What follows belongs to an exercise in optimizing a design on an open flow for a short achievable clock period and few clock cycles; a production flow would make more cautious choices. In this exercise RTL edits were held to simulation tests only and were not proved equivalent to the original. Power and IR drop assume default switching activity.

==> exp/zinc <==
Design CPU, start of the top module:
module CPU(clk, rst, memoryData, memoryAddress, dataOut, readSignal, writeSignal, AC);
input clk;
input rst;  
input [15:0] memoryData;
output reg readSignal;
output reg writeSignal;
output reg signed [15:0] AC;    
reg [15:0] acc_q;               
wire [15:0] acc = ~acc_q;
output reg [15:0] dataOut;
output reg [10:0] memoryAddress;
localparam DV_IDLE = 1'b0, DV_ITER = 1'b1;
localparam ND = 16;        
localparam FD = 8;         
reg        ZF;
reg  [5:0] PC;             
localparam NI = 32, LI = 5, PW = 16;    
reg [15:0]   ic  [0:NI-1];
reg [5-LI:0] ict [0:NI-1];              
reg [NI-1:0] icv;
reg [10:0] dtag [0:ND-1];
reg [15:0] ddat [0:ND-1];
reg [ND-1:0] dval;
reg [ND-1:0] dpnd;         
reg  [2:0] dpix [0:ND-1];  
reg  [3:0] drp;            
reg        fr_v;           
reg [15:0] fr_w;
reg        dp_v;
reg [10:0] dp_a;
reg        bt_rd, bt_op;   
reg [10:0] bt_addr;
reg  [2:0] bt_idx;
reg        dt_rd, dt_op;
reg [10:0] dt_addr;
reg  [2:0] dt_idx;
reg  [2:0] fk [0:FD-1];    
reg [15:0] fo [0:FD-1];    
reg [10:0] fa [0:FD-1];    
reg  [2:0] fw [0:FD-1];    
reg [FD-1:0] fv;           
reg [FD-1:0] fs;           
  ...
export LEC_CHECK = 0
export CAP_MARGIN = 20
export CELL_PAD_IN_SITES_DETAIL_PLACEMENT = 1
export CELL_PAD_IN_SITES_GLOBAL_PLACEMENT = 2
export CORE_MARGIN = 2
export CORE_UTILIZATION = 30
export PLACE_DENSITY = 0.45
export SLEW_MARGIN = 20
export TNS_END_PERCENT = 10
create_clock -name core_clock -period 42.0 [get_ports {clk}]
standard.sh (not shown) runs the stock make flow with config.mk's settings and CLKGATE_MAP_FILE= SYNTH_SCRIPT=/design/flow/synth_recipe.tcl, a recipe that flattens the netlist after the stock synthesis.
==> flow/flow/run.sh <==
#!/bin/bash
cp standard.sh standard_sh_copy.txt
export SETUP_SLACK_MARGIN=33
bash standard.sh > standard_flow.log 2>&1
==> exp/nickel (differences from exp/zinc) <==
--- a/flow/design.v
+++ b/flow/design.v
@@ -1,15 +1,13 @@
 module CPU(clk, rst, memoryData, memoryAddress, dataOut, readSignal, writeSignal, AC);
 input clk;
 input rst;  
 input [15:0] memoryData;
 output reg readSignal;
 output reg writeSignal;
-output reg signed [15:0] AC;    
-reg [15:0] acc_q;               
-wire [15:0] acc = ~acc_q;
+output reg signed [15:0] AC;
 output reg [15:0] dataOut;
 output reg [10:0] memoryAddress;
 localparam DV_IDLE = 1'b0, DV_ITER = 1'b1;
 localparam ND = 16;        
 localparam FD = 8;         
 reg        ZF;
@@ -51,15 +49,15 @@
 reg        dv_neg;
 wire        h_ready = (fc != 0) && fv[hp] && (dv_st == DV_IDLE);
 wire  [2:0] h_k = fk[hp];
 wire [15:0] h_o = fo[hp];
 wire [10:0] h_a = fa[hp];
 wire        h_st = h_ready && (h_k == 3'd2);    
-wire        sa = acc[15];
+wire        sa = AC[15];
 wire        sb = h_o[15];
-wire [15:0] ua = sa ? -acc : acc;
+wire [15:0] ua = sa ? -AC : AC;
 wire [15:0] ub = sb ? -h_o : h_o;
 wire        dv_zero = (ub == 16'd0) || (ua < ub);
 function [3:0] msb16;
   input [15:0] v;
   integer i;
   begin
@@ -114,24 +112,24 @@
 wire [15:0] dv_res = dv_neg ? -it_q : it_q;
 wire        dv_last = (dv_st == DV_ITER) && (dv_cnt == 2'd0);
 reg [15:0] alu;
 always @* begin
   case (h_k)
     3'd1: alu = h_o;
-    3'd3: alu = acc + h_o;
-    3'd4: alu = acc - h_o;
-    3'd5: alu = acc * h_o;
+    3'd3: alu = AC + h_o;
+    3'd4: alu = AC - h_o;
+    3'd5: alu = AC * h_o;
     default: alu = 16'd0;    
   endcase
 end
 wire h_exec  = h_ready && (h_k != 3'd6 || dv_zero) && (h_k != 3'd2);   
 wire h_dvst  = h_ready && (h_k == 3'd6) && !dv_zero;                   
 reg [15:0] ac_n;
 reg        zf_n;
 always @* begin
-  ac_n = acc; zf_n = ZF;
+  ac_n = AC; zf_n = ZF;
   if (dv_last) begin
     ac_n = dv_res; zf_n = (it_q == 16'd0);
   end else if (h_exec) begin
     ac_n = alu;
     if (h_k != 3'd1) zf_n = (alu == 16'd0);
   end
@@ -145,13 +143,13 @@
   end
 end
 wire [FD-1:0] h_oh = 8'd1 << hp;
 wire ex_final = (dv_st == DV_IDLE && (fc == 0 || (fc == 1 && fv[hp] && h_k != 3'd6 && h_k != 3'd2)))
              || (dv_last && fc == 0);
 wire zf_now = (dv_st == DV_IDLE) && (q_zf == 0);
-wire [15:0] as_res = (h_k == 3'd3) ? acc + h_o : acc - h_o;
+wire [15:0] as_res = (h_k == 3'd3) ? AC + h_o : AC - h_o;
 wire zf_fwd_ok = (dv_st == DV_IDLE) && fv[hp] && (fc != 0) && (h_k == 3'd3 || h_k == 3'd4)
               && ((q_zf & ~h_oh) == 0);
 wire zf_fwd = (as_res == 16'd0);
 reg [63:0] pres;
 integer pa;
 always @* begin
@@ -251,18 +249,18 @@
     dv_q <= it_q;
     dv_cnt <= dv_cnt - 2'd1;
   end
   if (dt_op) fo[dt_idx] <= memoryData;
   if (h_st)
     for (i = 0; i < FD; i = i + 1)
-      if (fs[i] && fw[i] == hp) fo[i] <= acc;
+      if (fs[i] && fw[i] == hp) fo[i] <= AC;
   if (push) begin
     fk[tail] <= c_op[2:0];
     fa[tail] <= c_a;
     fw[tail] <= o_pix;
-    fo[tail] <= !c_m ? {{5{c_a[10]}}, c_a} : o_now ? acc : o_dat;
+    fo[tail] <= !c_m ? {{5{c_a[10]}}, c_a} : o_now ? AC : o_dat;
   end
   if (ic_fill) begin
     ic[dt_addr[LI-1:0]] <= memoryData;
     ict[dt_addr[LI-1:0]] <= dt_addr[5:LI];
   end
   if (dc_fill) begin
@@ -273,13 +271,13 @@
       dtag[drp] <= dt_addr;
       ddat[drp] <= memoryData;
     end
   end
   if (h_st)
     for (i = 0; i < ND; i = i + 1)
-      if (dpnd[i] && dpix[i] == hp) ddat[i] <= acc;
+      if (dpnd[i] && dpix[i] == hp) ddat[i] <= AC;
   if (st_go) begin
     ic[c_a[LI-1:0]] <= ac_n;
     ict[c_a[LI-1:0]] <= c_a[5:LI];
   end
   if (q_st) begin
     if (m_c != 0) begin
@@ -303,20 +301,19 @@
   end else if (need_fetch)
     bt_addr <= {5'd0, pc_n};
   else if (dp_go)
     bt_addr <= dp_a;
   else
     bt_addr <= {5'd0, pf_a};
-  if (h_st) dataOut <= acc;
+  if (h_st) dataOut <= AC;
   else if (st_go) dataOut <= ac_n;
 end
 always @(posedge clk) begin
   if (rst) begin
     PC <= 6'd0;
     AC <= 16'd0;
-    acc_q <= 16'hffff;
     ZF <= 1'b0;
     memoryAddress <= 11'd0;
     readSignal <= 1'b1;
     writeSignal <= 1'b0;
     bt_rd <= 1'b1;
     bt_op <= 1'b0;
@@ -332,13 +329,12 @@
     fs <= {FD{1'b0}};
     hp <= 3'd0;
     fc <= 4'd0;
     dv_st <= DV_IDLE;
   end else begin
     AC <= ac_n;
-    acc_q <= ~ac_n;
     ZF <= zf_n;
     case (dv_st)
       DV_IDLE: if (h_dvst) dv_st <= DV_ITER;
       default: if (dv_cnt == 2'd0) dv_st <= DV_IDLE;
     endcase
     if (dt_op) fv[dt_idx] <= 1'b1;
- CELL_PAD_IN_SITES_DETAIL_PLACEMENT: 1 -> unset
- CELL_PAD_IN_SITES_GLOBAL_PLACEMENT: 2 -> unset
- CORE_UTILIZATION: 30 -> 35
- PLACE_DENSITY: 0.45 -> 0.5
==> reports/results.tsv <==
metric	value	unit
Logic pwr share	31.1	%
CP Depth	1	
layout cell share with drive strength beyond 1	15.6	%
Post-Synth Adder-Cell Area	4.98	%
P_sw	1.99	mW
first-pass GRT wire length	882000	um
core area	352000	um2
chip height	598	um
GRT Overall Usage	35.9	%
Placed Cells	15416	
status	finished clean	
DR vias	98430	
met3 usage	5.93	%
register area	44900	um2
Reg2Reg Depth	23	
die area	358000	um2
Synth top cells by count	nand2_1, edfxtp_1, o21ai_0	
Source of the figures above: exp/zinc

==> reports/results.tsv <==
metric	value	unit
met3 usage	8.13	%
first-pass GRT wire length	723000	um
Placed Cells	14239	
DR vias	93516	
status	finished clean	
distinct cell type count after synthesis	128	
register area	44600	um2
core area	297000	um2
Reg2Reg Depth	35	
P_sw	2.41	mW
Post-Synth Adder-Cell Area	5.06	%
Synth top cells by count	nand2_1, edfxtp_1, o21ai_0	
crit path cell chain	buf_12 -> buf_6	
chip height	550	um
layout cell share with drive strength beyond 1	16.6	%
Logic pwr share	41.5	%
CP Depth	2	
Source of the figures above: exp/nickel

Testbench counts of exp/zinc, summed over its fixed seeds: cycles 12,556.
Testbench counts of exp/nickel, summed over its fixed seeds: cycles 12,556.

---

==> 03-01 <==
==> flow/design.v <==
module CPU(clk, rst, memoryData, memoryAddress, dataOut, readSignal, writeSignal, AC);
input clk;
input rst;  
input [15:0] memoryData;
output reg readSignal;
output reg writeSignal;
output reg signed [15:0] AC;
output reg [15:0] dataOut;
output reg [10:0] memoryAddress;
localparam K_NONE = 2'd0, K_INSTR = 2'd1, K_OPER = 2'd2;
localparam DV_IDLE = 2'd0, DV_ITER = 2'd1, DV_FIX = 2'd2;
reg        ZF;
reg  [5:0] PC;             
reg  [1:0] bt_kind;        
reg  [1:0] bt_idx;         
reg  [5:0] bt_pc;          
reg  [1:0] dt_kind;        
reg  [1:0] dt_idx;
reg  [5:0] dt_pc;
reg [15:0] iq_ir [0:3];
reg  [5:0] iq_pc [0:3];
reg  [2:0] iq_cnt;
reg  [2:0] fk [0:3];       
reg [15:0] fo [0:3];       
reg  [3:0] fv;             
reg  [1:0] hp;             
reg  [2:0] fc;             
reg  [1:0] dv_st;
reg [15:0] dv_r;
reg [18:0] dv_d;
reg [15:0] dv_q;
reg  [1:0] dv_cnt;
reg        dv_neg;
wire        h_ready = (fc != 0) && fv[hp] && (dv_st == DV_IDLE);
wire  [2:0] h_k = fk[hp];
wire [15:0] h_o = fo[hp];
wire        sa = AC[15];
wire        sb = h_o[15];
wire [15:0] ua = sa ? -AC : AC;
wire [15:0] ub = sb ? -h_o : h_o;
wire        dv_zero = (ub == 16'd0) || (ua < ub);
function [3:0] msb16;
  input [15:0] v;
  integer i;
  begin
    msb16 = 4'd0;
    for (i = 0; i < 16; i = i + 1)
      if (v[i]) msb16 = i[3:0];
  end
endfunction
wire [3:0] n_a = msb16(ua);
wire [3:0] n_b = msb16(ub);
wire [3:0] n_diff = n_a - n_b;        
wire [1:0] dv_c = n_diff[3:2];
reg  [18:0] d_init;
always @* begin
  case (dv_c)
    2'd0: d_init = {3'b0, ub} << 3;
    2'd1: d_init = {3'b0, ub} << 7;
    2'd2: d_init = {3'b0, ub} << 11;
    default: d_init = {3'b0, ub} << 15;
  endcase
end
reg [15:0] it_r;
reg [18:0] it_d;
reg [15:0] it_q;
reg [16:0] it_t;
integer j;
always @* begin
  it_r = dv_r; it_d = dv_d; it_q = dv_q;
  for (j = 0; j < 4; j = j + 1) begin
    it_t = {1'b0, it_r} - {1'b0, it_d[15:0]};
    if (it_d[18:16] == 3'd0 && !it_t[16]) begin
      it_r = it_t[15:0];
      it_q = {it_q[14:0], 1'b1};
    end else
      it_q = {it_q[14:0], 1'b0};
    it_d = it_d >> 1;
  end
end
wire [15:0] dv_res = dv_neg ? -dv_q : dv_q;
reg [15:0] alu;
always @* begin
  case (h_k)
    3'd1: alu = h_o;
    3'd3: alu = AC + h_o;
    3'd4: alu = AC - h_o;
    3'd5: alu = AC * h_o;
    default: alu = 16'd0;    
  endcase
end
wire h_exec  = h_ready && (h_k != 3'd6 || dv_zero);    
wire h_dvst  = h_ready && (h_k == 3'd6) && !dv_zero;   
reg [15:0] ac_n;
reg        zf_n;
always @* begin
  ac_n = AC; zf_n = ZF;
  if (dv_st == DV_FIX) begin
    ac_n = dv_res; zf_n = (dv_res == 16'd0);
  end else if (h_exec) begin
    ac_n = alu;
    if (h_k != 3'd1) zf_n = (alu == 16'd0);
  end
end
wire ex_final = (dv_st == DV_IDLE && (fc == 0 || (fc == 1 && fv[hp] && h_k != 3'd6)))
             || (dv_st == DV_FIX && fc == 0);
wire ex_empty = (dv_st == DV_IDLE) && (fc == 0);
wire        md_ins = (dt_kind == K_INSTR);
wire        cur_iq = (iq_cnt != 0);
wire        cur_v  = cur_iq || md_ins;
wire [15:0] cur    = cur_iq ? iq_ir[0] : memoryData;
wire  [5:0] cur_pc = cur_iq ? iq_pc[0] : dt_pc;
wire  [3:0] c_op   = cur[15:12];
wire        c_m    = cur[11];
wire [10:0] c_a    = cur[10:0];
wire c_alu   = (c_op == 4'd1) || (c_op == 4'd3) || (c_op == 4'd4) || (c_op == 4'd5) || (c_op == 4'd6);
wire c_mem   = c_alu && c_m;
wire c_imm   = c_alu && !c_m;
wire c_st    = (c_op == 4'd2);
wire c_br    = (c_op == 4'd7);
wire c_brz   = (c_op == 4'd8);
wire fq_room = (fc != 3'd4);
reg        consume, take, flush, use_bus;
always @* begin
  consume = 1'b0; take = 1'b0; flush = 1'b0; use_bus = 1'b0;
  if (cur_v) begin
    if (c_alu) begin
      consume = fq_room;
      use_bus = fq_room && c_m;
    end else if (c_st) begin
      consume = ex_final;
      use_bus = ex_final;
      flush = ex_final && (c_a[10:6] == 5'd0);
    end else if (c_br) begin
      consume = 1'b1; take = 1'b1; use_bus = 1'b1; flush = 1'b1;
    end else if (c_brz) begin
      consume = ex_empty;
      take = ex_empty && ZF && c_m;
      use_bus = take; flush = take;
    end else
      consume = 1'b1;
  end
end
wire push = consume && c_alu;
wire [1:0] tail = hp + fc[1:0];
reg [2:0] iqn_cnt;
reg [15:0] iqn_ir [0:3];
reg [5:0] iqn_pc [0:3];
integer q;
always @* begin
  for (q = 0; q < 4; q = q + 1) begin
    iqn_ir[q] = iq_ir[q]; iqn_pc[q] = iq_pc[q];
  end
  iqn_cnt = iq_cnt;
  if (consume && cur_iq) begin
    for (q = 0; q < 3; q = q + 1) begin
      iqn_ir[q] = iq_ir[q+1]; iqn_pc[q] = iq_pc[q+1];
    end
    iqn_cnt = iq_cnt - 3'd1;
  end
  if (md_ins && !(consume && !cur_iq)) begin
    iqn_ir[iqn_cnt[1:0]] = memoryData;
    iqn_pc[iqn_cnt[1:0]] = dt_pc;
    iqn_cnt = iqn_cnt + 3'd1;
  end
  if (flush) iqn_cnt = 3'd0;
end
wire bt_fetch_live = (bt_kind == K_INSTR) && !flush;
wire fetch_ok = !use_bus && ({1'b0, iqn_cnt} + {3'b0, bt_fetch_live} < 4'd4);
integer i;
always @(posedge clk) begin
  if (rst) begin
    PC <= 6'd1;
    AC <= 16'd0;
    ZF <= 1'b0;
    dataOut <= 16'd0;
    memoryAddress <= 11'd0;
    readSignal <= 1'b1;
    writeSignal <= 1'b0;
    bt_kind <= K_INSTR;
    bt_pc <= 6'd0;
    bt_idx <= 2'd0;
    dt_kind <= K_NONE;
    dt_pc <= 6'd0;
    dt_idx <= 2'd0;
    iq_cnt <= 3'd0;
    fv <= 4'd0;
    hp <= 2'd0;
    fc <= 3'd0;
    dv_st <= DV_IDLE;
  end else begin
    AC <= ac_n;
    ZF <= zf_n;
    case (dv_st)
      DV_IDLE: if (h_dvst) begin
        dv_st <= DV_ITER;
        dv_r <= ua;
        dv_d <= d_init;
        dv_q <= 16'd0;
        dv_cnt <= dv_c;
        dv_neg <= sa ^ sb;
      end
      DV_ITER: begin
        dv_r <= it_r;
        dv_d <= it_d;
        dv_q <= it_q;
        dv_cnt <= dv_cnt - 2'd1;
        if (dv_cnt == 2'd0) dv_st <= DV_FIX;
      end
      default: dv_st <= DV_IDLE;
    endcase
    if (dt_kind == K_OPER) begin
      fo[dt_idx] <= memoryData;
      fv[dt_idx] <= 1'b1;
    end
    if (push) begin
      fk[tail] <= c_op[2:0];
      if (!c_m) begin
        fo[tail] <= {{5{c_a[10]}}, c_a};
        fv[tail] <= 1'b1;
      end else
        fv[tail] <= 1'b0;
    end
    if (h_ready) hp <= hp + 2'd1;
    fc <= fc + {2'b0, push} - {2'b0, h_ready};
    for (i = 0; i < 4; i = i + 1) begin
      iq_ir[i] <= iqn_ir[i];
      iq_pc[i] <= iqn_pc[i];
    end
    iq_cnt <= iqn_cnt;
    dt_kind <= (bt_kind == K_INSTR && flush) ? K_NONE : bt_kind;
    dt_idx <= bt_idx;
    dt_pc <= bt_pc;
    if (use_bus && c_mem) begin
      memoryAddress <= c_a;
      readSignal <= 1'b1; writeSignal <= 1'b0;
      bt_kind <= K_OPER; bt_idx <= tail;
    end else if (use_bus && c_st) begin
      memoryAddress <= c_a;
      dataOut <= ac_n;
      readSignal <= 1'b0; writeSignal <= 1'b1;
      bt_kind <= K_NONE;
      if (flush) PC <= cur_pc + 6'd1;
    end else if (use_bus) begin    
      memoryAddress <= {5'd0, c_a[5:0]};
      readSignal <= 1'b1; writeSignal <= 1'b0;
      bt_kind <= K_INSTR; bt_pc <= c_a[5:0];
      PC <= c_a[5:0] + 6'd1;
    end else if (fetch_ok) begin
      memoryAddress <= {5'd0, PC};
      readSignal <= 1'b1; writeSignal <= 1'b0;
      bt_kind <= K_INSTR; bt_pc <= PC;
      PC <= PC + 6'd1;
    end else begin
      readSignal <= 1'b0; writeSignal <= 1'b0;
      bt_kind <= K_NONE;
    end
  end
end
endmodule
==> flow/run.sh <==
#!/bin/bash
# synth_recipe.tcl (not shown) runs the flow's synth.tcl, then flattens the netlist and writes it again
# the make line also repeats each setting of config.mk as NAME=value (left out here)
make -C /OpenROAD-flow-scripts/flow DESIGN_CONFIG=/design/flow/config.mk WORK_HOME=/design/flow/orfs CLKGATE_MAP_FILE= SYNTH_SCRIPT=/design/flow/synth_recipe.tcl finish
==> flow/config.mk <==
export PLATFORM = sky130hd
export DESIGN_NAME = CPU
export DESIGN_NICKNAME = CPU
export VERILOG_FILES = /design/flow/design.v
export SDC_FILE = /design/flow/constraint.sdc
export NUM_CORES = 4
export LEC_CHECK = 0
export CAP_MARGIN = 20
export CORE_MARGIN = 2
export CORE_UTILIZATION = 40
export PLACE_DENSITY = 0.6
export SLEW_MARGIN = 20
==> flow/constraint.sdc <==
create_clock -name core_clock -period 42.0 [get_ports {clk}]
set_input_delay 8.4000 -clock core_clock [delete_from_list [all_inputs] [get_ports {clk}]]
set_output_delay 8.4000 -clock core_clock [all_outputs]
set_load 0.01 [all_outputs]
==> 11-20: changes against 03-01 <==
==> flow/flow/run.sh (new file) <==
#!/bin/bash
cp standard.sh standard_sh_copy.txt
export SETUP_SLACK_MARGIN=33
bash standard.sh > standard_flow.log 2>&1
==> flow/standard.sh (new file) <==
#!/bin/bash
# synth_recipe.tcl (not shown) runs the flow's synth.tcl, then flattens the netlist and writes it again
# the make line also repeats each setting of config.mk as NAME=value (left out here)
make -C /OpenROAD-flow-scripts/flow DESIGN_CONFIG=/design/flow/config.mk WORK_HOME=/design/flow/orfs CLKGATE_MAP_FILE= SYNTH_SCRIPT=/design/flow/synth_recipe.tcl "${@:-finish}"
--- a/flow/config.mk
+++ b/flow/config.mk
@@ -12 +12,2 @@
 export SLEW_MARGIN = 20
+export TNS_END_PERCENT = 20
removed: flow/run.sh
==> comparison table <==
Ratio of cells with drive above 1 in the final layout: 11-20 14.94%; 03-01 8.375%
Detail Route met3 WL: 11-20 5597 um; 03-01 4137 um
Layout Area Growth over Synthesis: 11-20 17.01%; 03-01 10.00%
Seq/total area: 11-20 28.10%; 03-01 29.89%
Global-route track usage on met1: 11-20 31.10%; 03-01 31.94%
Worst setup slack after layout: 11-20 30,830 ps; 03-01 27,670 ps
Via-to-Cell Ratio: 11-20 5.727; 03-01 5.657
Total CTS buffers: 11-20 36; 03-01 35
Fillcell total: 11-20 5,855; 03-01 6,073
Share of the final layout cell area in multi-input gates: 11-20 55.43%; 03-01 56.27%
Register-to-Register Path Depth: 11-20 54; 03-01 49
Length of the first detailed-routing pass in iterations: 11-20 8; 03-01 6
Leakage component of the power: 11-20 12.00 nW; 03-01 11.30 nW
Final layout net count: 11-20 3,122; 03-01 3,034
Status: 11-20 no timing/DRC/antenna violations; 03-01 no timing/DRC/antenna violations
Final Core Density: 11-20 47.13%; 03-01 44.31%
Highest clock frequency the design can meet: 11-20 89.54 MHz; 03-01 69.79 MHz
Number of clock-tree buffers in the layout: 11-20 46; 03-01 52
Clk tree area frac: 11-20 4.261%; 03-01 3.983%
Worst hold slack across all endpoints: 11-20 468.2 ps; 03-01 454.7 ps
Clock share of power: 11-20 22.6%; 03-01 22.9%
Testbench counts of 03-01, summed over its fixed seeds: cycles 17,690.
Testbench counts of 11-20, summed over its fixed seeds: cycles 17,690.

==> what the ideal ports hide <==
Ports are ideal in the flow. The routed layouts listed here were re-timed in OpenROAD. Step 1: set_driving_cell puts a clkbuf_16 on clk and a buf_2 on each other input, an assumption about the parent block. Step 2 times the ports against the registers' clock, not the clock port: input delays grow and output delays shrink by t, the midpoint of the rising clock arrivals with the driver on. Three values: ideal ports, drivers, drivers and shift; two values: the first two.
run	t (ns)	setup slack, ns	worst register clock-pin slew, ns	worst data-port slew with drivers (ns)
exp/zinc	1.009	32.126 / 32.021 / 31.513	0.07 / 0.07	0.20
exp/nickel	0.971	32.077 / 31.981 / 31.916	0.08 / 0.08	0.30
03-01	0.611	27.671 / 27.705 / 27.094	0.07 / 0.07	0.04
11-20	0.611	30.832 / 30.843 / 30.232	0.07 / 0.07	0.06
After both steps setup and hold are still met in every run listed. For exp/zinc, which loses most, drivers alone change the setup slack by -0.105 ns; drivers and shift together by -0.613 ns.
